Context: an optimization exercise on an open-source flow, tuned for small area, a short achievable clock period and few clock cycles per item. The choices shown serve that exercise and are no tape-out recipe. Where RTL was checked, it was by simulation tests only, not by an equivalence proof against the original. Function not checked in runs 2 and 5: the RTL went through the layout flow alone.

File: flow/standard.sh
#!/bin/bash
# synth_recipe.tcl (not shown) runs the flow's synth.tcl, then flattens the netlist and writes it again
# the make line also repeats each setting of config.mk as NAME=value (left out here)
make -C /OpenROAD-flow-scripts/flow DESIGN_CONFIG=/design/flow/config.mk WORK_HOME=/design/flow/orfs CLKGATE_MAP_FILE= SYNTH_SCRIPT=/design/flow/synth_recipe.tcl "${@:-finish}"
File: flow/config.mk
export PLATFORM = sky130hd
export DESIGN_NAME = V_CORDIC_Unit
export DESIGN_NICKNAME = V_CORDIC_Unit
export VERILOG_FILES = /design/flow/design.v
export SDC_FILE = /design/flow/constraint.sdc
export NUM_CORES = 4
export LEC_CHECK = 0
export CAP_MARGIN = 20
export CORE_MARGIN = 2
export CORE_UTILIZATION = 65
export PLACE_DENSITY = 0.8
export SETUP_SLACK_MARGIN = 5
export SLEW_MARGIN = 20
File: flow/constraint.sdc
create_clock -name core_clock -period 10.0 [get_ports {clk}]
set_input_delay 2.0000 -clock core_clock [delete_from_list [all_inputs] [get_ports {clk}]]
set_output_delay 2.0000 -clock core_clock [all_outputs]
set_load 0.01 [all_outputs]
File: flow/flow/run.sh
#!/bin/bash
# Standard ORFS layout; port buffers use buf_1 instead of the default choice.
set -o pipefail
bash standard.sh 'BUFFER_PORTS_ARGS=-buffer_cell sky130_fd_sc_hd__buf_1' finish > standard.log 2>&1
File: flow/design.v
module LUT (
    input      [4:0]  sel,
    output reg [31:0] value
);
    always @(*) begin
        case (sel)
        5'd0:  value = 32'h5A000000;
        5'd1:  value = 32'h3521E1EA;
        5'd2:  value = 32'h1C124D4A;
        5'd3:  value = 32'h0E4047A0;
        5'd4:  value = 32'h0726F57E;
        5'd5:  value = 32'h0392B95A;
        5'd6:  value = 32'h01C925CA;
        5'd7:  value = 32'h00E45A2C;
        5'd8:  value = 32'h00723A7E;
        5'd9:  value = 32'h003987BA;
        5'd10: value = 32'h001C490E;
        5'd11: value = 32'h000E4520;
        5'd12: value = 32'h000722F8;
        5'd13: value = 32'h0003CCDC;
        5'd14: value = 32'h0001CAAE;
        default: value = 32'h0;
        endcase
    end
endmodule
module V_CORDIC (
    input signed [31:0]      i_data_1,
    input signed [31:0]      i_data_2,
    input                    en,
    input                    rst,
    input                    clk,
    input         [31:0]     LUT,
    output        [31:0]     o_data_1,
    output        [31:0]     o_data_2,
    output        [31:0]     angle,
    output reg               done_flag,
    output        [4:0]      sel
);
    localparam [31:0] ANG0 = 32'h9C20A7BB;    
    reg        busy;
    reg [4:0]  cnt;           
    reg [32:0] x, y;
    reg [31:0] a;
    reg [32:0] hx, hy;
    reg        iter, mul, usehi, swp, last, minv;
    reg [3:0]  shx_a, shy_a;
    wire [4:0] cnt_n = busy ? cnt + 5'd1 : 5'd0;
    wire       iter_n = (cnt_n < 5'd15);
    reg  [3:0] sh_n;
    reg        minv_n;
    always @(*) begin
        minv_n = 1'b0;
        case (cnt_n)
        5'd15: begin sh_n = 4'd1; minv_n = 1'b1; end
        5'd16: begin sh_n = 4'd3; end
        5'd17: begin sh_n = 4'd4; minv_n = 1'b1; end
        5'd18: begin sh_n = 4'd2; end
        5'd19: begin sh_n = 4'd2; minv_n = 1'b1; end
        5'd20: begin sh_n = 4'd3; end
        5'd21: begin sh_n = 4'd3; end
        5'd22: begin sh_n = 4'd3; minv_n = 1'b1; end
        5'd23: begin sh_n = 4'd2; end
        default: sh_n = cnt_n[3:0];
        endcase
    end
    wire neg = y[31];
    wire xs = usehi ? x[32] : x[31];
    wire ys = usehi ? y[32] : y[31];
    wire signed [32:0] srcx = {ys, y[31:0]};
    wire signed [32:0] srcy = {xs, x[31:0]};
    wire signed [32:0] shx  = srcx >>> shx_a;
    wire signed [32:0] shy  = srcy >>> (~shy_a);
    wire invx = (iter & neg)  | minv;
    wire invy = (iter & ~neg) | minv;
    wire cix  = iter & neg;
    wire ciy  = iter & ~neg;
    wire [32:0] ax = mul ? hx : {x[31], x[31:0]};
    wire [32:0] ay = mul ? hy : {y[31], y[31:0]};
    wire [32:0] sumx, sumy;
    cordic_add33 addx (.a(ax), .b(shx ^ {33{invx}}), .ci(cix), .s(sumx));
    cordic_add33 addy (.a(ay), .b(shy ^ {33{invy}}), .ci(ciy), .s(sumy));
    wire [31:0] suma = a + (LUT & {32{neg}});
    wire [32:0] x_n = !busy ? {i_data_1[31], i_data_1} : (swp ? sumy : sumx);
    wire [32:0] y_n = !busy ? {i_data_2[31], i_data_2} : (swp ? sumx : sumy);
    always @(posedge clk or posedge rst) begin
        if (rst) begin
            busy      <= 1'b0;
            cnt       <= 5'd0;
            done_flag <= 1'b0;
        end else begin
            done_flag <= busy & last;
            busy      <= busy ? ~last : en;
            cnt       <= cnt_n;
        end
    end
    always @(posedge clk) begin
        iter  <= iter_n;
        mul   <= (cnt_n >= 5'd15);
        usehi <= (cnt_n >= 5'd16);
        swp   <= (cnt_n >= 5'd14);
        last  <= (cnt_n == 5'd23);
        minv  <= minv_n;
        shx_a <= sh_n;
        shy_a <= ~sh_n;
        x     <= x_n;
        y     <= y_n;
        a     <= busy ? suma : ANG0;
        if (!mul) begin
            hx <= {sumx[31], sumx[31:0]};
            hy <= {sumy[31], sumy[31:0]};
        end
    end
    assign sel      = cnt;
    assign o_data_1 = y[32:1];
    assign o_data_2 = x[32:1];
    assign angle    = a;
endmodule
module cordic_add33(input [32:0] a, input [32:0] b, input ci, output [32:0] s);
  wire [33:0] g0, p0;
  assign g0 = {a & b, ci};
  assign p0 = {a ^ b, 1'b0};
  wire g1_1 = g0[1] | (p0[1] & g0[0]);
  wire g1_2 = g0[2] | (p0[2] & g0[1]);
  wire p1_2 = p0[2] & p0[1];
  wire g1_3 = g0[3] | (p0[3] & g0[2]);
  wire p1_3 = p0[3] & p0[2];
  wire g1_4 = g0[4] | (p0[4] & g0[3]);
  wire p1_4 = p0[4] & p0[3];
  wire g1_5 = g0[5] | (p0[5] & g0[4]);
  wire p1_5 = p0[5] & p0[4];
  wire g1_6 = g0[6] | (p0[6] & g0[5]);
  wire p1_6 = p0[6] & p0[5];
  wire g1_7 = g0[7] | (p0[7] & g0[6]);
  wire p1_7 = p0[7] & p0[6];
  wire g1_8 = g0[8] | (p0[8] & g0[7]);
  wire p1_8 = p0[8] & p0[7];
  wire g1_9 = g0[9] | (p0[9] & g0[8]);
  wire p1_9 = p0[9] & p0[8];
  wire g1_10 = g0[10] | (p0[10] & g0[9]);
  wire p1_10 = p0[10] & p0[9];
  wire g1_11 = g0[11] | (p0[11] & g0[10]);
  wire p1_11 = p0[11] & p0[10];
  wire g1_12 = g0[12] | (p0[12] & g0[11]);
  wire p1_12 = p0[12] & p0[11];
  wire g1_13 = g0[13] | (p0[13] & g0[12]);
  wire p1_13 = p0[13] & p0[12];
  wire g1_14 = g0[14] | (p0[14] & g0[13]);
  wire p1_14 = p0[14] & p0[13];
  wire g1_15 = g0[15] | (p0[15] & g0[14]);
  wire p1_15 = p0[15] & p0[14];
  wire g1_16 = g0[16] | (p0[16] & g0[15]);
  wire p1_16 = p0[16] & p0[15];
  wire g1_17 = g0[17] | (p0[17] & g0[16]);
  wire p1_17 = p0[17] & p0[16];
  wire g1_18 = g0[18] | (p0[18] & g0[17]);
  wire p1_18 = p0[18] & p0[17];
  wire g1_19 = g0[19] | (p0[19] & g0[18]);
  wire p1_19 = p0[19] & p0[18];
  wire g1_20 = g0[20] | (p0[20] & g0[19]);
  wire p1_20 = p0[20] & p0[19];
  wire g1_21 = g0[21] | (p0[21] & g0[20]);
  wire p1_21 = p0[21] & p0[20];
  wire g1_22 = g0[22] | (p0[22] & g0[21]);
  wire p1_22 = p0[22] & p0[21];
  wire g1_23 = g0[23] | (p0[23] & g0[22]);
  wire p1_23 = p0[23] & p0[22];
  wire g1_24 = g0[24] | (p0[24] & g0[23]);
  wire p1_24 = p0[24] & p0[23];
  wire g1_25 = g0[25] | (p0[25] & g0[24]);
  wire p1_25 = p0[25] & p0[24];
  wire g1_26 = g0[26] | (p0[26] & g0[25]);
  wire p1_26 = p0[26] & p0[25];
  wire g1_27 = g0[27] | (p0[27] & g0[26]);
  wire p1_27 = p0[27] & p0[26];
  wire g1_28 = g0[28] | (p0[28] & g0[27]);
  wire p1_28 = p0[28] & p0[27];
  wire g1_29 = g0[29] | (p0[29] & g0[28]);
  wire p1_29 = p0[29] & p0[28];
  wire g1_30 = g0[30] | (p0[30] & g0[29]);
  wire p1_30 = p0[30] & p0[29];
  wire g1_31 = g0[31] | (p0[31] & g0[30]);
  wire p1_31 = p0[31] & p0[30];
  wire g1_32 = g0[32] | (p0[32] & g0[31]);
  wire p1_32 = p0[32] & p0[31];
  wire g1_33 = g0[33] | (p0[33] & g0[32]);
  wire p1_33 = p0[33] & p0[32];
  wire g2_2 = g1_2 | (p1_2 & g0[0]);
  wire g2_3 = g1_3 | (p1_3 & g1_1);
  wire p2_3 = p1_3 & p0[1];
  wire g2_4 = g1_4 | (p1_4 & g1_2);
  wire p2_4 = p1_4 & p1_2;
  wire g2_5 = g1_5 | (p1_5 & g1_3);
  wire p2_5 = p1_5 & p1_3;
  wire g2_6 = g1_6 | (p1_6 & g1_4);
  wire p2_6 = p1_6 & p1_4;
  wire g2_7 = g1_7 | (p1_7 & g1_5);
  wire p2_7 = p1_7 & p1_5;
  wire g2_8 = g1_8 | (p1_8 & g1_6);
  wire p2_8 = p1_8 & p1_6;
  wire g2_9 = g1_9 | (p1_9 & g1_7);
  wire p2_9 = p1_9 & p1_7;
  wire g2_10 = g1_10 | (p1_10 & g1_8);
  wire p2_10 = p1_10 & p1_8;
  wire g2_11 = g1_11 | (p1_11 & g1_9);
  wire p2_11 = p1_11 & p1_9;
  wire g2_12 = g1_12 | (p1_12 & g1_10);
  wire p2_12 = p1_12 & p1_10;
  wire g2_13 = g1_13 | (p1_13 & g1_11);
  wire p2_13 = p1_13 & p1_11;
  wire g2_14 = g1_14 | (p1_14 & g1_12);
  wire p2_14 = p1_14 & p1_12;
  wire g2_15 = g1_15 | (p1_15 & g1_13);
  wire p2_15 = p1_15 & p1_13;
  wire g2_16 = g1_16 | (p1_16 & g1_14);
  wire p2_16 = p1_16 & p1_14;
  wire g2_17 = g1_17 | (p1_17 & g1_15);
  wire p2_17 = p1_17 & p1_15;
  wire g2_18 = g1_18 | (p1_18 & g1_16);
  wire p2_18 = p1_18 & p1_16;
  wire g2_19 = g1_19 | (p1_19 & g1_17);
  wire p2_19 = p1_19 & p1_17;
  wire g2_20 = g1_20 | (p1_20 & g1_18);
  wire p2_20 = p1_20 & p1_18;
  wire g2_21 = g1_21 | (p1_21 & g1_19);
  wire p2_21 = p1_21 & p1_19;
  wire g2_22 = g1_22 | (p1_22 & g1_20);
  wire p2_22 = p1_22 & p1_20;
  wire g2_23 = g1_23 | (p1_23 & g1_21);
  wire p2_23 = p1_23 & p1_21;
  wire g2_24 = g1_24 | (p1_24 & g1_22);
  wire p2_24 = p1_24 & p1_22;
  wire g2_25 = g1_25 | (p1_25 & g1_23);
  wire p2_25 = p1_25 & p1_23;
  wire g2_26 = g1_26 | (p1_26 & g1_24);
  wire p2_26 = p1_26 & p1_24;
  wire g2_27 = g1_27 | (p1_27 & g1_25);
  wire p2_27 = p1_27 & p1_25;
  wire g2_28 = g1_28 | (p1_28 & g1_26);
  wire p2_28 = p1_28 & p1_26;
  wire g2_29 = g1_29 | (p1_29 & g1_27);
  wire p2_29 = p1_29 & p1_27;
  wire g2_30 = g1_30 | (p1_30 & g1_28);
  wire p2_30 = p1_30 & p1_28;
  wire g2_31 = g1_31 | (p1_31 & g1_29);
  wire p2_31 = p1_31 & p1_29;
  wire g2_32 = g1_32 | (p1_32 & g1_30);
  wire p2_32 = p1_32 & p1_30;
  wire g2_33 = g1_33 | (p1_33 & g1_31);
  wire p2_33 = p1_33 & p1_31;
  wire g3_4 = g2_4 | (p2_4 & g0[0]);
  wire g3_5 = g2_5 | (p2_5 & g1_1);
  wire p3_5 = p2_5 & p0[1];
  wire g3_6 = g2_6 | (p2_6 & g2_2);
  wire p3_6 = p2_6 & p1_2;
  wire g3_7 = g2_7 | (p2_7 & g2_3);
  wire p3_7 = p2_7 & p2_3;
  wire g3_8 = g2_8 | (p2_8 & g2_4);
  wire p3_8 = p2_8 & p2_4;
  wire g3_9 = g2_9 | (p2_9 & g2_5);
  wire p3_9 = p2_9 & p2_5;
  wire g3_10 = g2_10 | (p2_10 & g2_6);
  wire p3_10 = p2_10 & p2_6;
  wire g3_11 = g2_11 | (p2_11 & g2_7);
  wire p3_11 = p2_11 & p2_7;
  wire g3_12 = g2_12 | (p2_12 & g2_8);
  wire p3_12 = p2_12 & p2_8;
  wire g3_13 = g2_13 | (p2_13 & g2_9);
  wire p3_13 = p2_13 & p2_9;
  wire g3_14 = g2_14 | (p2_14 & g2_10);
  wire p3_14 = p2_14 & p2_10;
  wire g3_15 = g2_15 | (p2_15 & g2_11);
  wire p3_15 = p2_15 & p2_11;
  wire g3_16 = g2_16 | (p2_16 & g2_12);
  wire p3_16 = p2_16 & p2_12;
  wire g3_17 = g2_17 | (p2_17 & g2_13);
  wire p3_17 = p2_17 & p2_13;
  wire g3_18 = g2_18 | (p2_18 & g2_14);
  wire p3_18 = p2_18 & p2_14;
  wire g3_19 = g2_19 | (p2_19 & g2_15);
  wire p3_19 = p2_19 & p2_15;
  wire g3_20 = g2_20 | (p2_20 & g2_16);
  wire p3_20 = p2_20 & p2_16;
  wire g3_21 = g2_21 | (p2_21 & g2_17);
  wire p3_21 = p2_21 & p2_17;
  wire g3_22 = g2_22 | (p2_22 & g2_18);
  wire p3_22 = p2_22 & p2_18;
  wire g3_23 = g2_23 | (p2_23 & g2_19);
  wire p3_23 = p2_23 & p2_19;
  wire g3_24 = g2_24 | (p2_24 & g2_20);
  wire p3_24 = p2_24 & p2_20;
  wire g3_25 = g2_25 | (p2_25 & g2_21);
  wire p3_25 = p2_25 & p2_21;
  wire g3_26 = g2_26 | (p2_26 & g2_22);
  wire p3_26 = p2_26 & p2_22;
  wire g3_27 = g2_27 | (p2_27 & g2_23);
  wire p3_27 = p2_27 & p2_23;
  wire g3_28 = g2_28 | (p2_28 & g2_24);
  wire p3_28 = p2_28 & p2_24;
  wire g3_29 = g2_29 | (p2_29 & g2_25);
  wire p3_29 = p2_29 & p2_25;
  wire g3_30 = g2_30 | (p2_30 & g2_26);
  wire p3_30 = p2_30 & p2_26;
  wire g3_31 = g2_31 | (p2_31 & g2_27);
  wire p3_31 = p2_31 & p2_27;
  wire g3_32 = g2_32 | (p2_32 & g2_28);
  wire p3_32 = p2_32 & p2_28;
  wire g3_33 = g2_33 | (p2_33 & g2_29);
  wire p3_33 = p2_33 & p2_29;
  wire g4_8 = g3_8 | (p3_8 & g0[0]);
  wire g4_9 = g3_9 | (p3_9 & g1_1);
  wire p4_9 = p3_9 & p0[1];
  wire g4_10 = g3_10 | (p3_10 & g2_2);
  wire p4_10 = p3_10 & p1_2;
  wire g4_11 = g3_11 | (p3_11 & g2_3);
  wire p4_11 = p3_11 & p2_3;
  wire g4_12 = g3_12 | (p3_12 & g3_4);
  wire p4_12 = p3_12 & p2_4;
  wire g4_13 = g3_13 | (p3_13 & g3_5);
  wire p4_13 = p3_13 & p3_5;
  wire g4_14 = g3_14 | (p3_14 & g3_6);
  wire p4_14 = p3_14 & p3_6;
  wire g4_15 = g3_15 | (p3_15 & g3_7);
  wire p4_15 = p3_15 & p3_7;
  wire g4_16 = g3_16 | (p3_16 & g3_8);
  wire p4_16 = p3_16 & p3_8;
  wire g4_17 = g3_17 | (p3_17 & g3_9);
  wire p4_17 = p3_17 & p3_9;
  wire g4_18 = g3_18 | (p3_18 & g3_10);
  wire p4_18 = p3_18 & p3_10;
  wire g4_19 = g3_19 | (p3_19 & g3_11);
  wire p4_19 = p3_19 & p3_11;
  wire g4_20 = g3_20 | (p3_20 & g3_12);
  wire p4_20 = p3_20 & p3_12;
  wire g4_21 = g3_21 | (p3_21 & g3_13);
  wire p4_21 = p3_21 & p3_13;
  wire g4_22 = g3_22 | (p3_22 & g3_14);
  wire p4_22 = p3_22 & p3_14;
  wire g4_23 = g3_23 | (p3_23 & g3_15);
  wire p4_23 = p3_23 & p3_15;
  wire g4_24 = g3_24 | (p3_24 & g3_16);
  wire p4_24 = p3_24 & p3_16;
  wire g4_25 = g3_25 | (p3_25 & g3_17);
  wire p4_25 = p3_25 & p3_17;
  wire g4_26 = g3_26 | (p3_26 & g3_18);
  wire p4_26 = p3_26 & p3_18;
  wire g4_27 = g3_27 | (p3_27 & g3_19);
  wire p4_27 = p3_27 & p3_19;
  wire g4_28 = g3_28 | (p3_28 & g3_20);
  wire p4_28 = p3_28 & p3_20;
  wire g4_29 = g3_29 | (p3_29 & g3_21);
  wire p4_29 = p3_29 & p3_21;
  wire g4_30 = g3_30 | (p3_30 & g3_22);
  wire p4_30 = p3_30 & p3_22;
  wire g4_31 = g3_31 | (p3_31 & g3_23);
  wire p4_31 = p3_31 & p3_23;
  wire g4_32 = g3_32 | (p3_32 & g3_24);
  wire p4_32 = p3_32 & p3_24;
  wire g4_33 = g3_33 | (p3_33 & g3_25);
  wire p4_33 = p3_33 & p3_25;
  wire g5_16 = g4_16 | (p4_16 & g0[0]);
  wire g5_17 = g4_17 | (p4_17 & g1_1);
  wire p5_17 = p4_17 & p0[1];
  wire g5_18 = g4_18 | (p4_18 & g2_2);
  wire p5_18 = p4_18 & p1_2;
  wire g5_19 = g4_19 | (p4_19 & g2_3);
  wire p5_19 = p4_19 & p2_3;
  wire g5_20 = g4_20 | (p4_20 & g3_4);
  wire p5_20 = p4_20 & p2_4;
  wire g5_21 = g4_21 | (p4_21 & g3_5);
  wire p5_21 = p4_21 & p3_5;
  wire g5_22 = g4_22 | (p4_22 & g3_6);
  wire p5_22 = p4_22 & p3_6;
  wire g5_23 = g4_23 | (p4_23 & g3_7);
  wire p5_23 = p4_23 & p3_7;
  wire g5_24 = g4_24 | (p4_24 & g4_8);
  wire p5_24 = p4_24 & p3_8;
  wire g5_25 = g4_25 | (p4_25 & g4_9);
  wire p5_25 = p4_25 & p4_9;
  wire g5_26 = g4_26 | (p4_26 & g4_10);
  wire p5_26 = p4_26 & p4_10;
  wire g5_27 = g4_27 | (p4_27 & g4_11);
  wire p5_27 = p4_27 & p4_11;
  wire g5_28 = g4_28 | (p4_28 & g4_12);
  wire p5_28 = p4_28 & p4_12;
  wire g5_29 = g4_29 | (p4_29 & g4_13);
  wire p5_29 = p4_29 & p4_13;
  wire g5_30 = g4_30 | (p4_30 & g4_14);
  wire p5_30 = p4_30 & p4_14;
  wire g5_31 = g4_31 | (p4_31 & g4_15);
  wire p5_31 = p4_31 & p4_15;
  wire g5_32 = g4_32 | (p4_32 & g4_16);
  wire p5_32 = p4_32 & p4_16;
  wire g5_33 = g4_33 | (p4_33 & g4_17);
  wire p5_33 = p4_33 & p4_17;
  wire g6_32 = g5_32 | (p5_32 & g0[0]);
  wire g6_33 = g5_33 | (p5_33 & g1_1);
  wire p6_33 = p5_33 & p0[1];
  wire [32:0] c = {g6_32, g5_31, g5_30, g5_29, g5_28, g5_27, g5_26, g5_25, g5_24, g5_23, g5_22, g5_21, g5_20, g5_19, g5_18, g5_17, g5_16, g4_15, g4_14, g4_13, g4_12, g4_11, g4_10, g4_9, g4_8, g3_7, g3_6, g3_5, g3_4, g2_3, g2_2, g1_1, g0[0]};
  assign s = p0[33:1] ^ c;
endmodule
module V_CORDIC_Unit (
    input signed [31:0]      i_data_1, 
    input signed [31:0]      i_data_2,
    input                    en,
    input                    rst,
    input                    clk,
    output signed [31:0]     o_data_1,
    output signed [31:0]     o_data_2,
    output signed [31:0]     angle,
    output                   done_flag
);
    wire [31:0] LUT;
    wire [4:0]  sel;    
    V_CORDIC veccor (
        .i_data_1(i_data_1),
        .i_data_2(i_data_2),
        .en(en),
        .rst(rst),
        .clk(clk),
        .LUT(LUT),
        .o_data_1(o_data_1),
        .o_data_2(o_data_2),
        .angle(angle),
        .done_flag(done_flag),
        .sel(sel)
    );
    LUT lut (
        .sel(sel),
        .value(LUT)
    );
endmodule
==> summary.md, run 1 <==
| Metric | Value |
|---|---|
| Clock Tree Buf Depth | 2 |
| Final slew viol count | 0 |
| H-tree depth | 4 |
| Routed vias/inst | 6.688 |
| EDFF count, synth | 64 |
| Util after Layout | 69.40% |
| HP Class | reg -> reg |
| Largest net degree at the start of global routing | 76 |
| Synthesized Nets | 2076 |
| Syn. warnings | 2 |
| Asr flop ratio synth | 3.846% |
| Sequential fraction of the synthesis area | 26.30% |
| Reg clk slew, reported paths | 0.08 ns |
| Maxcap violations | 0 |
| Worst setup path class | reg -> reg |
| Crit path max fanout | 33 |
| Number of remaining DRC errors | 0 |
| Worst-Skew Late Latency | 0.45 ns |
| Crit. Startpoint | veccor.shy_a[0] |
| Setup violators final | 0 |
| First-pass GRT wire length | 79.90 mm |
| Initial antenna violation count | 0 |
| F_max | 209.0 MHz |
| Tmin final | 4.784 ns |
| Cell area after synthesis | 16420 sq um |
| Worst Hold Depth | 1 |
| Row count | 58 |
| Final period util | 47.84% |
| Vias in the first global route | 13857 |
| Syn-to-layout area delta | 5.493% |
| Ys flop type | dfxtp_1 |
| DRT iter0 DRCs | 2066 |
| FF+latch count, synth | 182 |
| Die height | 163.0 um |
| Post-synthesis instance total | 1903 |
| FF-to-FF End | veccor.y[16] |
| Post-synth top area share | 13.53% |
| Pre-antenna DRT Iters | 6 |
| Hold Crit Start | veccor.last |
| Crit. End Element | register |
| CP Data Required Time | 10.35 ns |
| Worst r2r src | veccor.shy_a[0] |
| CTS tree | done |
| Synth area leaders | dfxtp_1 (14%), edfxtp_1 (12%), ha_1 (7.8%), mux2i_1 (7.0%), a21oi_1 (5.7%) |
| Worst Hold End | veccor.busy |
| Detail Placement HPWL | 40.96 mm |
| Worst slew pin tran | 1.065 ns |
| GP Congestion | 1.008 |
| Clk sinks | 182 |
| Setup ws final | 5.216 ns |
| Clock Skew | 0.01738 ns |
| Post-route ant nets | 0 |
| Commonest cells after routing, fill and taps aside | a21oi_1 (186), nand2_1 (178), nor2_1 (162), buf_1 (162), mux2i_1 (115) |
| Setup repair after global routing missed its margin | false |
| Hold Buf Count CTS | 0 |
| Pre-CTS WS | 4.965 ns |
| Num ports | 164 |
| Status | timing/DRC/antenna clean |
| Final hold vios | 0 |
| Avg Cell Area, Syn | 8.630 sq um |
| Routed WL per cell | 23.83 um |
| Starting Density | 65.78% |
| Post-Route WL | 54.17 mm |
| Slew HR | 29.02% |
| Synth unique cells | 85 |
| Gr ovfl total | 0 |
| CTS buffer count | 17 |
| IO buf count | 162 |
| Startpoint Class | register |
| N_diodes | 0 |
| Die width | 163.0 um |
| Top cell type by total area after synthesis | dfxtp_1 |
| Gr usage total | 39.67% |
| Via count | 15202 |
| Commonest non-fill, non-tap cell in the layout | a21oi_1 |
| Setup_tns | 0 ns |
| Die ar. | 26550 sq um |
| Root Buffer | clkbuf_16 |
| Flop2flop setup slack | 5.22 ns |
| Core area | 24960 sq um |
| Share of cells above drive strength 1 | 10.60% |
| Nets | 2103 |
| Register-to-Register Path Depth | 14 |
| Worst EP arrival | 5.14 ns |
[registers in the layout, summed over array words and instances, names as in the netlist, 4 cells and up]
signal and flops:
veccor.hy 32, veccor.shx_a 4, veccor.a 31, veccor.x 33, veccor.shy_a 4, veccor.y 33
veccor.hx 32, veccor.cnt 5
[synth_stat cells (4+ instances only)]
cell / instances
a41oi_1: 6
clkbuf_1: 73
edfxtp_1: 64
buf_4: 63
ha_1: 103
and3_1: 13
or2_2: 7
mux2i_1: 115
inv_1: 53
mux2_2: 79
a21boi_0: 5
nor2b_1: 20
a21o_1: 43
o211a_1: 5
o31ai_1: 13
and2_1: 13
and4_1: 5
nand3_1: 25
nand2b_1: 18
o21ai_0: 89
buf_1: 18
o21bai_1: 12
nor3_1: 19
a211oi_1: 29
dfrtp_1: 7
nand4_1: 12
buf_2: 18
a311oi_1: 8
nor2_1: 162
a31oi_1: 36
o211ai_1: 5
nor3b_1: 4
xnor2_1: 101
a31o_2: 5
nand2_1: 178
dfxtp_1: 111
xor2_1: 50
mux4_2: 35
o221ai_1: 6
a21oi_1: 188
o21ai_1: 9
or3_1: 5
o21a_1: 16
[what timing repair did]
action,4_1_cts,5_1_grt
cloned,0,1
endpoints found under the hold margin,0,0
setup endpoints to repair,2,65
setup buffers,0,6
gates resized for setup,2,13
[per-layer routing]
layer	GRT usage, %	part of all wire, %	vias up
li1	-	-	6912
met1	49.55	38	7092
met2	63.66	45	961
met3	6.086	8.6	237
met4	26.51	7.8	0
met5	0	0	-
[kinds of logic after synthesis]
| kind of cell | synth area share [%] |
|---|---|
| buffers and inverters | 6.789 |
| AO/OA/AOI/OAI | 19.95 |
| other | 0.02284 |
| AND/OR/NAND/NOR | 13.45 |
| flip-flops | 26.30 |
| multiplexers | 17.23 |
| adder cells (fa/ha/maj) | 8.213 |
| XOR/XNOR | 8.053 |
[how the worst max path moves through the flow]
stage / endpoint / slack [ns] / cells after the start
floorplan: veccor.hy[30] / 5.86 / 16
global placement: veccor.y[31] / 4.98 / 16
detailed placement: veccor.x[31] / 4.97 / 17
CTS: veccor.x[29] / 5.05 / 16
global route: veccor.y[22] / 5.02 / 15
finish: veccor.y[16] / 5.22 / 14
[metrics by stage]
stage	area, sq um	hold WS [ns]	cells
floorplan	16420	0.3998	1903
global placement	16650	0.4286	2234
detailed placement	16650	0.4325	2234
CTS	17210	0.4515	2266
global route	17320	0.4843	2273
finish	17320	0.4666	2273
[critical path, stage by stage (launching register included)]
cell      delay [ns]
dfxtp_1         0.32
buf_6           0.30
mux4_2          0.64
mux2i_1         0.24
mux2i_1         0.14
xnor2_1         0.18
ha_1            0.40
nand4b_1        0.21
a21oi_1         0.32
o21ai_1         0.17
a21oi_1         0.35
a21boi_1        0.20
xnor2_1         0.65
mux2i_1         0.29
a21oi_1         0.27
[cell type report]
| type | instances | area [sq um] |
|---|---|---|
| multi-input cells | 1493 | 11040 |
| fillers | 2029 | 7640 |
| flip-flops and latches | 182 | 4339 |
| repair buffers | 179 | 759.5 |
| clock buffers | 22 | 454.2 |
| well taps | 330 | 412.9 |
| inverters | 56 | 220.2 |
| clock inverters | 10 | 95.09 |
| repair inverters | 1 | 7.507 |
Testbench counts, summed over its fixed seeds: cycles 12,808, items 512.
==> inputs of run 2 (changes only) <==
--- a/flow/design.v
+++ b/flow/design.v
@@ -67,8 +67,4 @@
     wire xs = usehi ? x[32] : x[31];
     wire ys = usehi ? y[32] : y[31];
-    wire signed [32:0] srcx = {ys, y[31:0]};
-    wire signed [32:0] srcy = {xs, x[31:0]};
-    wire signed [32:0] shx  = srcx >>> shx_a;
-    wire signed [32:0] shy  = srcy >>> (~shy_a);
     wire invx = (iter & neg)  | minv;
     wire invy = (iter & ~neg) | minv;
@@ -77,7 +73,11 @@
     wire [32:0] ax = mul ? hx : {x[31], x[31:0]};
     wire [32:0] ay = mul ? hy : {y[31], y[31:0]};
+    wire signed [32:0] srcx = {ys, y[31:0]} ^ {33{invx}};
+    wire signed [32:0] srcy = {xs, x[31:0]} ^ {33{invy}};
+    wire signed [32:0] shx  = srcx >>> shx_a;
+    wire signed [32:0] shy  = srcy >>> (~shy_a);
     wire [32:0] sumx, sumy;
-    cordic_add33 addx (.a(ax), .b(shx ^ {33{invx}}), .ci(cix), .s(sumx));
-    cordic_add33 addy (.a(ay), .b(shy ^ {33{invy}}), .ci(ciy), .s(sumy));
+    cordic_add33 addx (.a(ax), .b(shx), .ci(cix), .s(sumx));
+    cordic_add33 addy (.a(ay), .b(shy), .ci(ciy), .s(sumy));
     wire [31:0] suma = a + (LUT & {32{neg}});
     wire [32:0] x_n = !busy ? {i_data_1[31], i_data_1} : (swp ? sumy : sumx);
==> run 2 against run 1 <==
Against the previous run: still clean on timing, DRC and antenna; die area is 0.91% higher; utilization is 1.9 points higher; area after synthesis is 0.94% higher; clock skew is 0.0015 ns lower; non-clock buffer count is 27 higher; synthesized cell count is 1.1% lower; count of clock-buffer cells in the layout is 2 lower; critical endpoint is now veccor.y[31]; largest cell class unchanged.
==> summary.md, run 2 <==
| Metric | Value |
|---|---|
| Hold Crit Start | veccor.last |
| GP Congestion | 1.040 (+3.2%) |
| Post-DP Area | 16810 sq um (+0.95%) |
| Num ports | 164 (unchanged) |
| Flop2flop setup slack | 5.06 ns (-0.15 ns) |
| Post-synth top area share | 13.41% (-0.13 points) |
| Worst setup path class | reg -> reg |
| Gr usage total | 40.79% (+1.1 points) |
| Commonest cells after routing, fill and taps aside | nor2_1 (183), a21oi_1 (164), buf_1 (162), nand2_1 (137), mux2i_1 (114) |
| Clock Skew | 0.01592 ns (-0.001463 ns) |
| Row count | 58 (unchanged) |
| Tmin final | 4.936 ns (+0.1524 ns) |
| Fin area | 17900 sq um (+3.3%) |
| Root Buffer | clkbuf_16 |
| Final slew viol count | 0 (unchanged) |
| Final std cells w/o fill | 2270 (-0.13%) |
| Detail Placement HPWL | 41.50 mm (+1.3%) |
| First-pass GRT wire length | 82.75 mm (+3.6%) |
| Worst-Skew Late Latency | 0.45 ns (about the same) |
| Ys flop type | dfxtp_1 |
| Via count | 15419 (+1.4%) |
| # fillers | 1977 (-2.6%) |
| Most common cell in the netlist | nor2_1 |
| Clk sinks | 182 (unchanged) |
| Top cell type by total area after synthesis | dfxtp_1 |
| DRT iter0 DRCs | 2066 (unchanged) |
| Reg clk slew, reported paths | 0.08 ns (about the same) |
| Slew HR | 28.87% (-0.14 points) |
| Setup repair after global routing missed its margin | true |
| Share of cells above drive strength 1 | 13.62% (+3.0 points) |
| FF+latch count, synth | 182 (unchanged) |
| Status | timing/DRC/antenna clean |
| Largest net degree at the start of global routing | 96 (+26%) |
| Synth unique cells | 83 (-2.4%) |
| Biggest regs | veccor.x (33), veccor.y (33) |
| Commonest non-fill, non-tap cell in the layout | nor2_1 |
| Final hold vios | 0 (unchanged) |
| Placed Cells | 2209 (-1.1%) |
| Crit path max fanout | 13 (-61%) |
| Sequential fraction of the synthesis area | 26.06% (-0.24 points) |
| Gr ovfl total | 0 (unchanged) |
| Cell area after synthesis | 16580 sq um (+0.94%) |
| Syn-to-layout area delta | 7.994% |
| Worst EP arrival | 5.27 ns (+0.13 ns) |
| Clock Tree Buf Depth | 2 (unchanged) |
| Synthesized Nets | 2056 (-0.96%) |
| Starting Density | 66.02% (+0.23 points) |
| Setup violators final | 0 (unchanged) |
| Nets | 2099 (-0.19%) |
| Routed WL per cell | 24.62 um (+3.3%) |
| Synth area leaders | dfxtp_1 (13%), edfxtp_1 (12%), ha_1 (7.8%), mux4_2 (7.2%), mux2i_1 (6.9%) |
| Die ar. | 26790 sq um (+0.91%) |
| H-tree depth | 4 (unchanged) |
| Register-to-Register Path Depth | 17 (+3) |
| Pre-antenna DRT Iters | 6 (unchanged) |
| Setup_tns | 0 ns (unchanged) |
| Final period util | 49.36% (+1.5 points) |
| Startpoint Class | register |
| Worst r2r src | veccor.y[31] |
| Crit. End Element | register |
| Syn. warnings | 2 (unchanged) |
| Asr flop ratio synth | 3.846% (unchanged) |
| FF-to-FF End | veccor.y[31] |
| Hold Buf Count CTS | 0 (unchanged) |
| Post-synthesis instance total | 1883 (-1.1%) |
| IO buf count | 162 (unchanged) |
| Maxcap violations | 0 (unchanged) |
| Initial antenna violation count | 0 (unchanged) |
| Synth top cells by count | nor2_1 (184), a21oi_1 (170), nand2_1 (137) |
| F_max | 202.6 MHz (-3.1%) |
| Core area | 25110 sq um (+0.58%) |
| Worst slew pin tran | 1.067 ns (+0.002142 ns) |
| Area of the multi-input gates | 11220 sq um (+1.7%) |
| HP Class | reg -> reg |
| Routed vias/inst | 6.793 (+1.6%) |
| Reg area | 4345 sq um (+0.14%) |
| Die height | 163.7 um (+0.45%) |
| CP Data Required Time | 10.34 ns (about the same) |
| Avg Cell Area, Syn | 8.803 sq um (+2.0%) |
| Post-route ant nets | 0 (unchanged) |
| Worst Hold End | veccor.busy |
| Die width | 163.7 um (+0.45%) |
| CTS buffer count | 17 (unchanged) |
| Hold WS | 0.4500 ns (-0.01664 ns) |
| Worst Hold Depth | 1 (unchanged) |
| Vias in the first global route | 14286 (+3.1%) |
| EDFF count, synth | 64 (unchanged) |
| CTS tree | done |
| Post-Route WL | 55.89 mm (+3.2%) |
| Number of remaining DRC errors | 0 (unchanged) |
==> run 2: changes by cell type after synthesis, sizes merged, moves of 7 or more <==
cell    delta
o21ai     -14
mux4      +18
nor2      +22
clkbuf    +25
buf       -15
a221o      +7
xor2      +20
a31oi     -12
xnor2     -24
a21oi     -18
nand2     -41
nor3      +14
==> run 2: worst max-delay path by stage <==
stage | from | endpoint | slack [ns] | depth (start not counted)
6_report | veccor.y[31] | veccor.y[31] | 5.06 | 17
5_1_grt | veccor.cnt[0] | veccor.a[29] | 4.86 | 18
4_1_cts | veccor.cnt[1] | veccor.a[29] | 5.00 | 18
3_5_place_dp | veccor.shx_a[0] | veccor.y[21] | 4.28 | 16
3_3_place_gp | veccor.shx_a[0] | veccor.y[21] | 4.41 | 15
2_1_floorplan | veccor.shy_a[0] | veccor.y[31] | 5.17 | 16
==> run 2: per-layer routing <==
layer | track usage [%] | share of wire [%] | up-vias
li1 | - | - | 6921
met1 | 47.44 | 36 | 7251
met2 | 66.98 | 46 | 995
met3 | 5.808 | 8.4 | 252
met4 | 33.57 | 9.5 | 0
met5 | 0 | 0 | -
==> run 2: what timing repair did <==
action,4_1_cts,5_1_grt
pin swaps,0,2
resized for setup,18,26
buffers inserted,4,23
endpoints found under the setup margin,62,35
gates cloned,0,1
==> run 2: layout make-up <==
cell class                 instances  area share, %
sequential                       182          24.27
clock buffer                      20          2.670
multi-input combinational       1458          62.68
antenna                            1        0.01398
clock inverter                    12         0.8527
timing repair buffer             206          5.892
tap                              330          2.307
inverter                          61          1.314
==> run 2: kinds of logic (layout without fill, tap and decap cells) <==
logic type,after synthesis,count (layout),synth area share (%)
compound gates,475,475,18.32
xor+xnor,148,148,7.903
fa+ha+maj,106,106,8.137
buf+inv,243,299,7.020
flops,182,182,26.06
mux,242,242,19.20
other cells,1,2,0.02262
simple gates,486,486,13.35
==> run 2: worst max-delay path, cell delays in order (launching register included) <==
cell and delay, ns:
dfxtp_4 0.46, clkinvlp_4 0.18, a21oi_4 0.24, buf_12 0.19
buf_12 0.13, xnor2_1 0.20, mux2i_1 0.19, mux2i_1 0.37
ha_1 0.35, nor2b_4 0.15, o31ai_2 0.30, a21oi_2 0.15
a211oi_2 0.37, o21ai_2 0.16, a31o_2 0.27, a311o_1 0.44
mux2_4 0.32, a311o_1 0.32
==> run 2: stage by stage <==
| stage | worst slack [ns] | util, % |
|---|---|---|
| floorplan | 5.168 | - |
| global placement | 4.408 | 66.96 |
| detailed placement | 4.281 | 66.96 |
| CTS | 5.003 | 69.98 |
| global route | 4.858 | 71.28 |
| finish | 5.064 | 71.29 |
==> inputs of run 3 (changes only) <==
--- a/flow/design.v
+++ b/flow/design.v
@@ -67,4 +67,8 @@
     wire xs = usehi ? x[32] : x[31];
     wire ys = usehi ? y[32] : y[31];
+    wire signed [32:0] srcx = {ys, y[31:0]};
+    wire signed [32:0] srcy = {xs, x[31:0]};
+    wire signed [32:0] shx  = srcx >>> shx_a;
+    wire signed [32:0] shy  = srcy >>> (~shy_a);
     wire invx = (iter & neg)  | minv;
     wire invy = (iter & ~neg) | minv;
@@ -73,11 +77,7 @@
     wire [32:0] ax = mul ? hx : {x[31], x[31:0]};
     wire [32:0] ay = mul ? hy : {y[31], y[31:0]};
-    wire signed [32:0] srcx = {ys, y[31:0]} ^ {33{invx}};
-    wire signed [32:0] srcy = {xs, x[31:0]} ^ {33{invy}};
-    wire signed [32:0] shx  = srcx >>> shx_a;
-    wire signed [32:0] shy  = srcy >>> (~shy_a);
     wire [32:0] sumx, sumy;
-    cordic_add33 addx (.a(ax), .b(shx), .ci(cix), .s(sumx));
-    cordic_add33 addy (.a(ay), .b(shy), .ci(ciy), .s(sumy));
+    cordic_add33 addx (.a(ax), .b(shx ^ {33{invx}}), .ci(cix), .s(sumx));
+    cordic_add33 addy (.a(ay), .b(shy ^ {33{invy}}), .ci(ciy), .s(sumy));
     wire [31:0] suma = a + (LUT & {32{neg}});
     wire [32:0] x_n = !busy ? {i_data_1[31], i_data_1} : (swp ? sumy : sumx);
==> flow/flow/run.sh (replaced) <==
#!/bin/bash
# Standard ORFS layout with two changes: port buffers are buf_1 cells, and
# repair_timing aims at a setup margin of 5.5 ns.
set -o pipefail
bash standard.sh 'BUFFER_PORTS_ARGS=-buffer_cell sky130_fd_sc_hd__buf_1' SETUP_SLACK_MARGIN=5.5 finish > standard.log 2>&1
--- a/flow/config.mk
+++ b/flow/config.mk
@@ -10,4 +10,3 @@
 export CORE_UTILIZATION = 65
 export PLACE_DENSITY = 0.8
-export SETUP_SLACK_MARGIN = 5
 export SLEW_MARGIN = 20
==> run 3 against run 2 <==
Against the previous run: area after synthesis down 0.93%; non-clock buffer count is 8 higher; wire length is 0.21% higher; die area shrank 0.90%; largest cell class unchanged; highest routed layer unchanged; count of clock-buffer cells in the layout increased by 2; global-route usage fell by 0.49 points; sequential share of layout area decreased by 0.061 points.
==> summary.md, run 3 <==
| Metric | Value |
|---|---|
| Share of cells above drive strength 1 | 15.22% (+1.6 points) |
| Setup violators final | 0 (unchanged) |
| N_diodes | 0 (-1) |
| Setup_tns | 0 ns (unchanged) |
| Die width | 163.0 um (-0.45%) |
| Biggest regs | veccor.x (33), veccor.y (33) |
| Number of remaining DRC errors | 0 (unchanged) |
| Via count | 15483 (+0.42%) |
| Post-route ant nets | 0 (unchanged) |
| Hold Buf Count CTS | 0 (unchanged) |
| Asr flop ratio synth | 3.846% (unchanged) |
| Routed vias/inst | 6.708 (-1.2%) |
| Commonest cells after routing, fill and taps aside | a21oi_1 (180), nand2_1 (177), nor2_1 (162), buf_1 (162), mux2i_1 (107) |
| Die ar. | 26550 sq um (-0.90%) |
| Gr usage total | 40.30% (-0.49 points) |
| GP Congestion | 1.008 (-3.1%) |
| Core area | 24960 sq um (-0.58%) |
| Synthesized Nets | 2076 (+0.97%) |
| H-tree depth | 4 (unchanged) |
| Area of the multi-input gates | 11300 sq um (+0.70%) |
| Root Buffer | clkbuf_16 |
| Avg Cell Area, Syn | 8.630 sq um (-2.0%) |
| Startpoint Class | register |
| Clock Skew | 0.01708 ns (+0.001167 ns) |
| Crit path max fanout | 15 (+2) |
| DRT iter0 DRCs | 2309 (+12%) |
| Row count | 58 (unchanged) |
| FF+latch count, synth | 182 (unchanged) |
| EDFF count, synth | 64 (unchanged) |
| Reg clk slew, reported paths | 0.08 ns (about the same) |
| Gr ovfl total | 0 (unchanged) |
| Detail Placement HPWL | 40.96 mm (-1.3%) |
| Sequential fraction of the synthesis area | 26.30% (+0.24 points) |
| Synth unique cells | 85 (+2.4%) |
| Nets | 2138 (+1.9%) |
| Final slew viol count | 0 (unchanged) |
| Worst EP arrival | 4.86 ns (-0.41 ns) |
| Commonest non-fill, non-tap cell in the layout | a21oi_1 |
| Crit. End Element | register |
| Starting Density | 65.78% (-0.23 points) |
| Setup repair after global routing missed its margin | true |
| Post-synth top area share | 13.53% (+0.13 points) |
| Worst-Skew Late Latency | 0.45 ns (about the same) |
| CTS tree | done |
| Post-synthesis mux area share | 17.23% (-2.0 points) |
| Tmin final | 4.489 ns (-0.4473 ns) |
| Num ports | 164 (unchanged) |
| Simple-Gate Fraction of Synth Area | 13.45% (+0.10 points) |
| Setup ws final | 5.511 ns (+0.4473 ns) |
| Most common cell in the netlist | a21oi_1 |
| First-pass GRT wire length | 80.97 mm (-2.2%) |
| CTS buffer count | 17 (unchanged) |
| Top cell type by total area after synthesis | dfxtp_1 |
| Post-Route WL | 56.01 mm (+0.21%) |
| Worst setup path class | reg -> reg |
| Die height | 163.0 um (-0.45%) |
| Maxcap violations | 0 (unchanged) |
| Ys flop type | dfxtp_1 |
| Initial antenna violation count | 0 (unchanged) |
| IO buf count | 162 (unchanged) |
| Status | timing/DRC/antenna clean |
| CP Data Required Time | 10.37 ns (+0.03 ns) |
| Synth area leaders | dfxtp_1 (14%), edfxtp_1 (12%), ha_1 (7.8%), mux2i_1 (7.0%), a21oi_1 (5.7%) |
| Slew HR | 30.47% (+1.6 points) |
| Synth top cells by count | a21oi_1 (188), nand2_1 (178), nor2_1 (162) |
| Reg area | 4355 sq um (+0.23%) |
| Final hold vios | 0 (unchanged) |
| Cell area after synthesis | 16420 sq um (-0.93%) |
| # fillers | 1959 (-0.91%) |
| Clk sinks | 182 (unchanged) |
| Final period util | 44.89% (-4.5 points) |
| Largest net degree at the start of global routing | 76 (-21%) |
| Vias in the first global route | 13967 (-2.2%) |
| Post-synthesis instance total | 1903 (+1.1%) |
| Compound-cell area share of the yosys netlist | 19.95% (+1.6 points) |
| Pre-CTS WS | 4.965 ns (+0.6846 ns) |
| Adder-cell share of the synthesized area | 8.213% (+0.076 points) |
| Syn-to-layout area delta | 9.532% |
| Clock Tree Buf Depth | 2 (unchanged) |
| Syn. warnings | 2 (unchanged) |
| Pre-antenna DRT Iters | 6 (unchanged) |
| Worst slew pin tran | 1.043 ns (-0.02393 ns) |
| Routed WL per cell | 24.27 um (-1.4%) |
| XOR/XNOR Fraction of Synth Area | 8.053% (+0.15 points) |
| HP Class | reg -> reg |
| F_max | 222.8 MHz (+10%) |
| Largest family of logic cells by synthesized area | compound AO/OA/AOI/OAI gates |
==> run 3: changes by cell type in the layout (fill, tap and decap cells not counted), moves of 13 or more <==
cell	before	now
a21oi_1	164	180
mux4_2	53	35
nand2_1	137	177
nor2_1	183	162
nor3_1	31	18
o21ai_1	4	18
xnor2_1	76	98
xor2_1	68	46
==> run 3: cell type report <==
class                   instances  area share [%]
multi-input cells            1493           62.81
flip-flops and latches        182           24.21
repair buffers                214           6.260
clock buffers                  22           2.525
well taps                     330           2.295
inverters                      56           1.322
clock inverters                10          0.5287
repair inverters                1         0.04174
==> run 3: final timing paths <==
path                                  from           end  slack [ns]  depth (start not counted)
hold reg to reg                veccor.last   veccor.busy        0.46                          1
hold / removal                 veccor.last   veccor.busy        0.46                          1
setup reg to reg           veccor.shy_a[0]  veccor.x[31]        5.51                         16
setup / recovery           veccor.shy_a[0]  veccor.x[31]        5.51                         16
min in group asynchronous              rst   veccor.busy        1.47                          2
max in group asynchronous              rst   veccor.busy        8.24                          2
==> run 3: worst max-delay path, stage by stage (launching register included) <==
cell	delay [ns]
dfxtp_4	0.40
buf_12	0.19
buf_12	0.12
mux4_2	0.53
mux2i_1	0.30
a21oi_1	0.13
xnor2_1	0.19
ha_2	0.42
nand2_1	0.13
o31ai_2	0.38
a41oi_1	0.21
a41oi_2	0.32
nor4_2	0.09
or4_1	0.55
o211ai_2	0.14
mux2i_1	0.12
a21oi_1	0.18
==> run 3: logic make-up (layout without fill, tap and decap cells) <==
group / after synthesis / after routing
adder cells (fa/ha/maj): 106 / 106
flip-flops: 182 / 182
AO/OA/AOI/OAI: 514 / 514
buffers and inverters: 228 / 303
multiplexers: 229 / 229
AND/OR/NAND/NOR: 492 / 492
XOR/XNOR: 151 / 151
other: 1 / 1
==> run 3: through the flow <==
step	utilization, %	std cells	instance area, sq um	hold slack (ns)
3_3_place_gp	66.72	2234	16650	0.4286
5_1_grt	72.05	2308	17990	0.4840
6_report	72.05	2308	17990	0.4639
3_5_place_dp	66.72	2234	16650	0.4325
4_1_cts	69.56	2275	17370	0.4515
2_1_floorplan	-	1903	16420	0.3998
==> run 3: per-layer routing <==
metal,vias to the layer above,routed length (um),GRT usage [%]
li1,6987,-,-
met1,7161,21340,50.32
met2,1060,24780,64.33
met3,275,4933,6.162
met4,0,4955,27.67
met5,-,0,0
==> run 3: what timing repair did <==
item | CTS | global route
pin swaps | 2 | 17
setup buffers | 8 | 31
cloned | 1 | 2
setup endpoints to repair | 93 | 83
gates resized for setup | 21 | 87
Testbench counts of run 3, summed over its fixed seeds: cycles 12,808, items 512.
==> inputs of run 4 (changes only) <==
==> flow/flow/run.sh (replaced) <==
#!/bin/bash
# Standard ORFS layout; port buffers use buf_2 instead of the default choice.
set -o pipefail
bash standard.sh 'BUFFER_PORTS_ARGS=-buffer_cell sky130_fd_sc_hd__buf_2' finish > standard.log 2>&1
--- a/flow/config.mk
+++ b/flow/config.mk
@@ -8,5 +8,5 @@
 export CAP_MARGIN = 20
 export CORE_MARGIN = 2
-export CORE_UTILIZATION = 65
-export PLACE_DENSITY = 0.8
+export CORE_UTILIZATION = 40
+export SETUP_SLACK_MARGIN = 5
 export SLEW_MARGIN = 20
==> run 4 against run 3 <==
Against the previous run: cell area decreased by 0.51%; critical path type unchanged; sequential share of layout area increased by 0.083 points; still clean; synthesized cell count unchanged.
==> summary.md, run 4 <==
| Metric | Value |
|---|---|
| Num ports | 164 (unchanged) |
| H-tree depth | 4 (unchanged) |
| Number of remaining DRC errors | 0 (unchanged) |
| Post-Route WL | 58.27 mm (+4.0%) |
| Worst-Skew Late Latency | 0.51 ns (+0.06 ns) |
| Detail Placement HPWL | 45.66 mm (+11%) |
| Gr ovfl total | 0 (unchanged) |
| EDFF count, synth | 64 (unchanged) |
| CTS tree | done |
| Die height | 206.6 um (+27%) |
| Cell area after synthesis | 16420 sq um (unchanged) |
| Die ar. | 42690 sq um (+61%) |
| First-pass GRT wire length | 85.87 mm (+6.1%) |
| Maxcap violations | 0 (unchanged) |
| GP Congestion | 0.9414 (-6.6%) |
| Asr flop ratio synth | 3.846% (unchanged) |
| Share of cells above drive strength 1 | 19.54% (+4.3 points) |
| Routed vias/inst | 5.914 (-12%) |
| Worst slew pin tran | 0.9340 ns (-0.1090 ns) |
| Row count | 74 (+28%) |
| Top cell type by total area after synthesis | dfxtp_1 |
| Util after Layout | 44.03% (-28 points) |
| Root Buffer | clkbuf_16 |
| Clk sinks | 182 (unchanged) |
| Core area | 40650 sq um (+63%) |
| Synth unique cells | 85 (unchanged) |
| Nets | 2105 (-1.5%) |
| Reg clk slew, reported paths | 0.08 ns (about the same) |
| Via count | 14655 (-5.3%) |
| Status | timing/DRC/antenna clean |
| Vias in the first global route | 14047 (+0.57%) |
| Family with the most delay on the worst path | compound AO/OA/AOI/OAI gates |
| Final slew viol count | 0 (unchanged) |
| CP max stage delay | 0.53 ns (-0.02 ns) |
| Setup_tns | 0 ns (unchanged) |
| Syn-to-layout area delta | 8.968% |
| CP most frequent cell | o21ai_1 |
| Starting Density | 40.40% (-25 points) |
| F_max | 207.2 MHz (-7.0%) |
| Hold WS | 0.4859 ns (+0.02198 ns) |
| CTS buffer count | 17 (unchanged) |
| Sequential fraction of the synthesis area | 26.30% (unchanged) |
| Avg Cell Area, Syn | 8.630 sq um (unchanged) |
| # fillers | 4034 (+110%) |
| Clock Skew | 0.01750 ns (+0.0004132 ns) |
| Synthesized Nets | 2076 (unchanged) |
| Setup repair after global routing missed its margin | false |
| Die width | 206.6 um (+27%) |
| Crit path max fanout | 6 (-9) |
| CP Data Required Time | 10.25 ns (-0.12 ns) |
| Slew HR | 37.73% (+7.3 points) |
| Syn. warnings | 2 (unchanged) |
| Worst setup path class | reg -> reg |
| Post-synth top area share | 13.53% (unchanged) |
| Final period util | 48.26% (+3.4 points) |
| Commonest non-fill, non-tap cell in the layout | a21oi_1 |
| Largest net degree at the start of global routing | 78 (+2.6%) |
| Crit. End Element | register |
| Final hold vios | 0 (unchanged) |
| Synth area leaders | dfxtp_1 (14%), edfxtp_1 (12%), ha_1 (7.8%), mux2i_1 (7.0%), a21oi_1 (5.7%) |
| Ys flop type | dfxtp_1 |
| Hold Buf Count CTS | 0 (unchanged) |
| Clock Tree Buf Depth | 2 (unchanged) |
| Biggest regs | veccor.x (33), veccor.y (33) |
| Cell Chain, Critical Path | mux2_2 > mux4_2 > o21ai_1 > mux2i_1 > xnor2_1 > ha_1 > nand2_1 > o21ai_1 > a221oi_2 > o21ai_0 > a2111oi_1 > o21bai_1 > a41oi_1 > xor2_1 > inv_1 |
| IO buf count | 162 (unchanged) |
| Most common cell in the netlist | a21oi_1 |
| Pre-antenna DRT Iters | 5 (-1) |
| CP bufs+invs | 1 (-1) |
| Slowest CP cell | mux4_2 |
| Worst EP arrival | 5.08 ns (+0.22 ns) |
| Post-route ant nets | 0 (unchanged) |
| Startpoint Class | register |
| HP Class | reg -> reg |
| Tmin final | 4.826 ns (+0.3374 ns) |
| Synth top cells by count | a21oi_1 (188), nand2_1 (178), nor2_1 (162) |
| Post-synthesis instance total | 1903 (unchanged) |
| Commonest cells after routing, fill and taps aside | a21oi_1 (185), nand2_1 (178), nor2_1 (162), buf_2 (162), mux2i_1 (114) |
| Initial antenna violation count | 3 (+3) |
| FF+latch count, synth | 182 (unchanged) |
| Gr usage total | 27.24% (-13 points) |
| DRT iter0 DRCs | 1201 (-48%) |
| Setup violators final | 0 (unchanged) |
| Routed WL per cell | 23.51 um (-3.1%) |
## run 4: cell counts after synthesis
No cell type changed its count.
## run 4: path summary, 6_finish.rpt
path                       slack [ns]  cells after the start            end         start
setup / recovery                 5.17                     15  veccor.hy[30]  veccor.usehi
hold / removal                   0.49                      1    veccor.busy   veccor.last
setup reg to reg                 5.17                     15  veccor.hy[30]  veccor.usehi
hold reg to reg                  0.49                      1    veccor.busy   veccor.last
max in group asynchronous        8.23                      2    veccor.busy           rst
min in group asynchronous        1.47                      2    veccor.busy           rst
## run 4: cell families after synthesis
group | count (synthesis) | synth area share [%]
other cells | 1 | 0.02284
simple gates | 492 | 13.45
fa+ha+maj | 106 | 8.213
compound gates | 514 | 19.95
mux | 229 | 17.23
buf+inv | 228 | 6.789
xor+xnor | 151 | 8.053
flops | 182 | 26.30
## run 4: cell type report
cell class	instances	area (sq um)	share of cell area (%)
repair buffers	181	978.4	5.468
clock inverters	15	193.9	1.084
well taps	532	665.6	3.720
repair inverters	1	7.507	0.04195
diodes	1	2.502	0.01398
flip-flops and latches	182	4348	24.30
inverters	56	224.0	1.252
clock buffers	17	425.4	2.377
multi-input cells	1493	11050	61.75
## run 4: through the flow
step	area [sq um]	setup slack, ns	std cells
final	17890	5.174	2478
after detailed placement	17120	4.838	2437
after CTS	17750	4.983	2470
after global routing	17890	5.003	2478
after global placement	17120	4.876	2437
after floorplan	16420	5.859	1903
## run 4: timing repair
action                     CTS  global route
setup buffers                0             7
resized for setup            5            24
cloned                       1             0
setup endpoints to repair   32            53
## run 4: metal layers
layer | global-route usage, % | part of all wire, % | vias up
met5 | 0 | 0.039 | -
met4 | 18.55 | 7.1 | 4
met3 | 4.396 | 5.5 | 137
met2 | 46.15 | 48 | 582
met1 | 31.65 | 40 | 7004
li1 | - | - | 6928
==> inputs of run 5 (changes only) <==
--- a/flow/design.v
+++ b/flow/design.v
@@ -44,5 +44,6 @@
     reg [32:0] hx, hy;
     reg        iter, mul, usehi, swp, last, minv;
-    reg [3:0]  shx_a, shy_a;
+    reg [3:0]  shx_lo, shx_hi;      
+    reg [3:0]  shy_lo_n, shy_hi_n;  
     wire [4:0] cnt_n = busy ? cnt + 5'd1 : 5'd0;
     wire       iter_n = (cnt_n < 5'd15);
@@ -69,6 +70,7 @@
     wire signed [32:0] srcx = {ys, y[31:0]};
     wire signed [32:0] srcy = {xs, x[31:0]};
-    wire signed [32:0] shx  = srcx >>> shx_a;
-    wire signed [32:0] shy  = srcy >>> (~shy_a);
+    wire [32:0] shx, shy;
+    cordic_sra33 srx (.d(srcx), .s_lo(shx_lo), .s_hi(shx_hi), .q(shx));
+    cordic_sra33 sry (.d(srcy), .s_lo(~shy_lo_n), .s_hi(~shy_hi_n), .q(shy));
     wire invx = (iter & neg)  | minv;
     wire invy = (iter & ~neg) | minv;
@@ -101,6 +103,8 @@
         last  <= (cnt_n == 5'd23);
         minv  <= minv_n;
-        shx_a <= sh_n;
-        shy_a <= ~sh_n;
+        shx_lo   <= 4'b0001 << sh_n[1:0];
+        shx_hi   <= 4'b0001 << sh_n[3:2];
+        shy_lo_n <= ~(4'b0001 << sh_n[1:0]);
+        shy_hi_n <= ~(4'b0001 << sh_n[3:2]);
         x     <= x_n;
         y     <= y_n;
@@ -116,4 +120,23 @@
     assign angle    = a;
 endmodule
+module cordic_sra33 (
+    input  [32:0] d,
+    input  [3:0]  s_lo,
+    input  [3:0]  s_hi,
+    output [32:0] q
+);
+    wire [44:0] de = {{12{d[32]}}, d};
+    wire [32:0] t;
+    wire [35:0] te = {{3{t[32]}}, t};
+    genvar j;
+    generate
+        for (j = 0; j < 33; j = j + 1) begin : g
+            assign t[j] = (s_hi[0] & de[j])     | (s_hi[1] & de[j + 4]) |
+                          (s_hi[2] & de[j + 8]) | (s_hi[3] & de[j + 12]);
+            assign q[j] = (s_lo[0] & te[j])     | (s_lo[1] & te[j + 1]) |
+                          (s_lo[2] & te[j + 2]) | (s_lo[3] & te[j + 3]);
+        end
+    endgenerate
+endmodule
 module cordic_add33(input [32:0] a, input [32:0] b, input ci, output [32:0] s);
   wire [33:0] g0, p0;
==> flow/flow/run.sh (replaced) <==
#!/bin/bash
# Standard ORFS layout; port buffers use buf_1 instead of the default choice.
set -o pipefail
bash standard.sh 'BUFFER_PORTS_ARGS=-buffer_cell sky130_fd_sc_hd__buf_1' finish > standard.log 2>&1
--- a/flow/config.mk
+++ b/flow/config.mk
@@ -8,5 +8,6 @@
 export CAP_MARGIN = 20
 export CORE_MARGIN = 2
-export CORE_UTILIZATION = 40
+export CORE_UTILIZATION = 65
+export PLACE_DENSITY = 0.8
 export SETUP_SLACK_MARGIN = 5
 export SLEW_MARGIN = 20
==> run 5 against run 4 <==
Against the previous run: sequential cell count increased by 8; clock skew grew 0.0051 ns; count of clock-buffer cells in the layout up 2; critical endpoint is now veccor.x[18]; area after synthesis decreased by 3.0%; synthesized cell count increased by 0.11%; cell area shrank 5.4%; largest cell class unchanged; wire length down 14%; first-iteration DRC count is 60% higher; via count up 3.4%.
==> summary.md, run 5 <==
| Metric | Value |
|---|---|
| Status | timing/DRC/antenna clean |
| Setup violators final | 0 (unchanged) |
| Top cell type by total area after synthesis | dfxtp_1 |
| Final hold vios | 0 (unchanged) |
| FF-to-FF End | veccor.x[18] |
| Num ports | 164 (unchanged) |
| Die ar. | 25770 sq um (-40%) |
| Worst setup path class | reg -> reg |
| CTS tree | done |
| IO buf count | 162 (unchanged) |
| Slowest CP cell | dfxtp_4 |
| CP bufs+invs | 1 (unchanged) |
| GP Congestion | 1.004 (+6.6%) |
| Routed vias/inst | 6.700 (+13%) |
| Synthesized Nets | 2080 (+0.19%) |
| Pre-antenna DRT Iters | 9 (+4) |
| Worst EP arrival | 5.15 ns (+0.07 ns) |
| Placed Cells | 2218 (-9.0%) |
| First-pass GRT wire length | 75.82 mm (-12%) |
| Row count | 57 (-23%) |
| HP Class | reg -> reg |
| Cell Chain, Critical Path | clkinvlp_4 > a221oi_1 > o22ai_1 > nor2_1 > xor2_1 > ha_1 > and3b_1 > o21ai_1 > a21boi_1 > o21ai_1 > nand3_1 > a211o_1 > a31o_1 > a21oi_1 > xnor2_1 > a221o_1 |
| Worst r2r src | veccor.shy_hi_n[0] |
| Most common cell in the netlist | nor2_1 |
| Gr ovfl total | 0 (unchanged) |
| Via count | 15156 (+3.4%) |
| Hold Buf Count CTS | 0 (unchanged) |
| Crit path max fanout | 17 (+11) |
| Largest net degree at the start of global routing | 88 (+13%) |
| Startpoint Class | register |
| Share of cells above drive strength 1 | 8.308% (-11 points) |
| Post-synthesis instance total | 1905 (+0.11%) |
| Root Buffer | clkbuf_16 |
| Tmin final | 4.805 ns (-0.02062 ns) |
| Clock Tree Buf Depth | 2 (unchanged) |
| CP most frequent cell | o21ai_1 |
| Hold Crit Start | veccor.last |
| Asr flop ratio synth | 3.684% (-0.16 points) |
| Worst Hold Depth | 1 (unchanged) |
| Number of remaining DRC errors | 0 (unchanged) |
| FF+latch count, synth | 190 (+4.4%) |
| Die height | 160.5 um (-22%) |
| Post-Route WL | 50.32 mm (-14%) |
| Biggest regs | veccor.x (33), veccor.y (33) |
| Post-route ant nets | 0 (unchanged) |
| Post-DP Area | 16080 sq um (-6.1%) |
| Met2 GRT Util | 58.74% (+13 points) |
| CP Data Required Time | 10.34 ns (+0.09 ns) |
| Reg clk slew, reported paths | 0.08 ns (about the same) |
| Syn-to-layout area delta | 6.325% |
| Clock Skew | 0.02255 ns (+0.005055 ns) |
| F_max | 208.1 MHz (+0.43%) |
| Flop2flop setup slack | 5.19 ns (+0.02 ns) |
| Routed WL per cell | 22.24 um (-5.4%) |
| Slew HR | 26.34% (-11 points) |
| Crit. End Element | register |
| EDFF count, synth | 64 (unchanged) |
| Gr usage total | 37.62% (+10 points) |
| Fin area | 16930 sq um (-5.4%) |
| Final slew viol count | 0 (unchanged) |
| Met1 usage | 49.30% (+18 points) |
| Syn. warnings | 2 (unchanged) |
| Post-synth top area share | 14.96% (+1.4 points) |
| Sequential fraction of the synthesis area | 28.13% (+1.8 points) |
| Vias in the first global route | 13979 (-0.48%) |
| Worst Hold End | veccor.busy |
| Worst slew pin tran | 1.105 ns (+0.1709 ns) |
| DRT iter0 DRCs | 1921 (+60%) |
| Family with the most delay on the worst path | compound AO/OA/AOI/OAI gates |
==> run 5: final cells by class <==
class / count / area, sq um
Timing Repair inverter: 2 / 10.01
Multi-Input combinational cell: 1448 / 10300
Clock buffer: 19 / 442.9
Timing Repair Buffer: 182 / 770.7
Inverter: 84 / 330.3
Tap cell: 324 / 405.4
Clock inverter: 13 / 161.4
Fill cell: 2010 / 7246
Sequential cell: 190 / 4512
==> run 5: cells by family (layout without fill, tap and decap cells) <==
group	count (synthesis)	in the layout	synth area share, %
AO/OA/AOI/OAI	641	641	27.20
XOR/XNOR	148	148	8.140
adder cells (fa/ha/maj)	108	108	8.627
buffers and inverters	267	300	8.038
flip-flops	190	190	28.13
multiplexers	105	105	7.024
other	1	1	0.02355
AND/OR/NAND/NOR	445	445	12.82
==> run 5: worst max-delay path by stage <==
stage	start	endpoint	slack (ns)	depth (start not counted)
6_report	veccor.shy_hi_n[0]	veccor.x[18]	5.19	16
5_1_grt	veccor.shy_hi_n[3]	veccor.hy[31]	4.96	18
4_1_cts	veccor.cnt[0]	veccor.a[29]	4.99	18
3_5_place_dp	veccor.cnt[0]	veccor.a[29]	4.51	18
3_3_place_gp	veccor.cnt[0]	veccor.a[29]	4.74	18
2_1_floorplan	veccor.cnt[1]	veccor.a[24]	5.83	20
==> run 5: per-stage QoR <==
step	utilization, %	hold slack [ns]	setup slack, ns
2_1_floorplan	-	0.4012	5.830
3_3_place_gp	66.51	0.4206	4.741
3_5_place_dp	66.51	0.4254	4.511
4_1_cts	69.11	0.4362	4.989
5_1_grt	70.03	0.4618	4.964
6_report	70.03	0.4292	5.195
==> run 5: metal layers <==
metal | up-vias | share of wire, %
met5 | - | 0.026
met4 | 2 | 4.3
met3 | 172 | 11
met2 | 870 | 44
met1 | 7066 | 40
li1 | 7046 | -
==> run 5: timing repair <==
action | in CTS | in global routing
setup endpoints to repair | 21 | 50
pin swaps | 0 | 1
resized for setup | 9 | 30
buffers inserted | 0 | 10
gates cloned | 1 | 1
==> run 5: worst reg2reg max path, cell delays in order, from the launching register on <==
cell	delay [ns]
dfxtp_4	0.49
clkinvlp_4	0.27
a221oi_1	0.44
o22ai_1	0.13
nor2_1	0.19
xor2_1	0.34
ha_1	0.30
and3b_1	0.23
o21ai_1	0.21
a21boi_1	0.13
o21ai_1	0.21
nand3_1	0.32
a211o_1	0.38
a31o_1	0.23
a21oi_1	0.17
xnor2_1	0.27
a221o_1	0.40

afterwards: timing with drivers on the ports:
In the flow no input, the clock included, has a driving cell. The finished layouts below were timed again as built, in two steps.
Step 1, drivers: a clkbuf_16 drives clk and a buf_2 each remaining input, both assumed.
Step 2 adds t to the input delays and takes it off the output delays; t is the mean of the earliest and latest rising clock arrival at the registers after step 1. Input paths then give back, and output paths get back, about the clock's delay inside the block.
Three values: ideal, step 1, step 2; two values: the first two.
| run | t, ns | setup WS [ns] | worst setup path at the end | cell pins on the clock port's net |
|---|---|---|---|---|
| run 1 | 0.484 | 5.216 / 5.216 / 5.216 | register to register | 1 |
| run 2 | 0.492 | 5.064 / 5.064 / 5.064 | register to register | 1 |
| run 3 | 0.486 | 5.511 / 5.511 / 5.511 | register to register | 1 |
| run 4 | 0.554 | 5.174 / 5.174 / 5.174 | register to register | 1 |
| run 5 | 0.493 | 5.195 / 5.195 / 5.195 | register to register | 1 |
After both steps setup and hold are still met in every run listed.
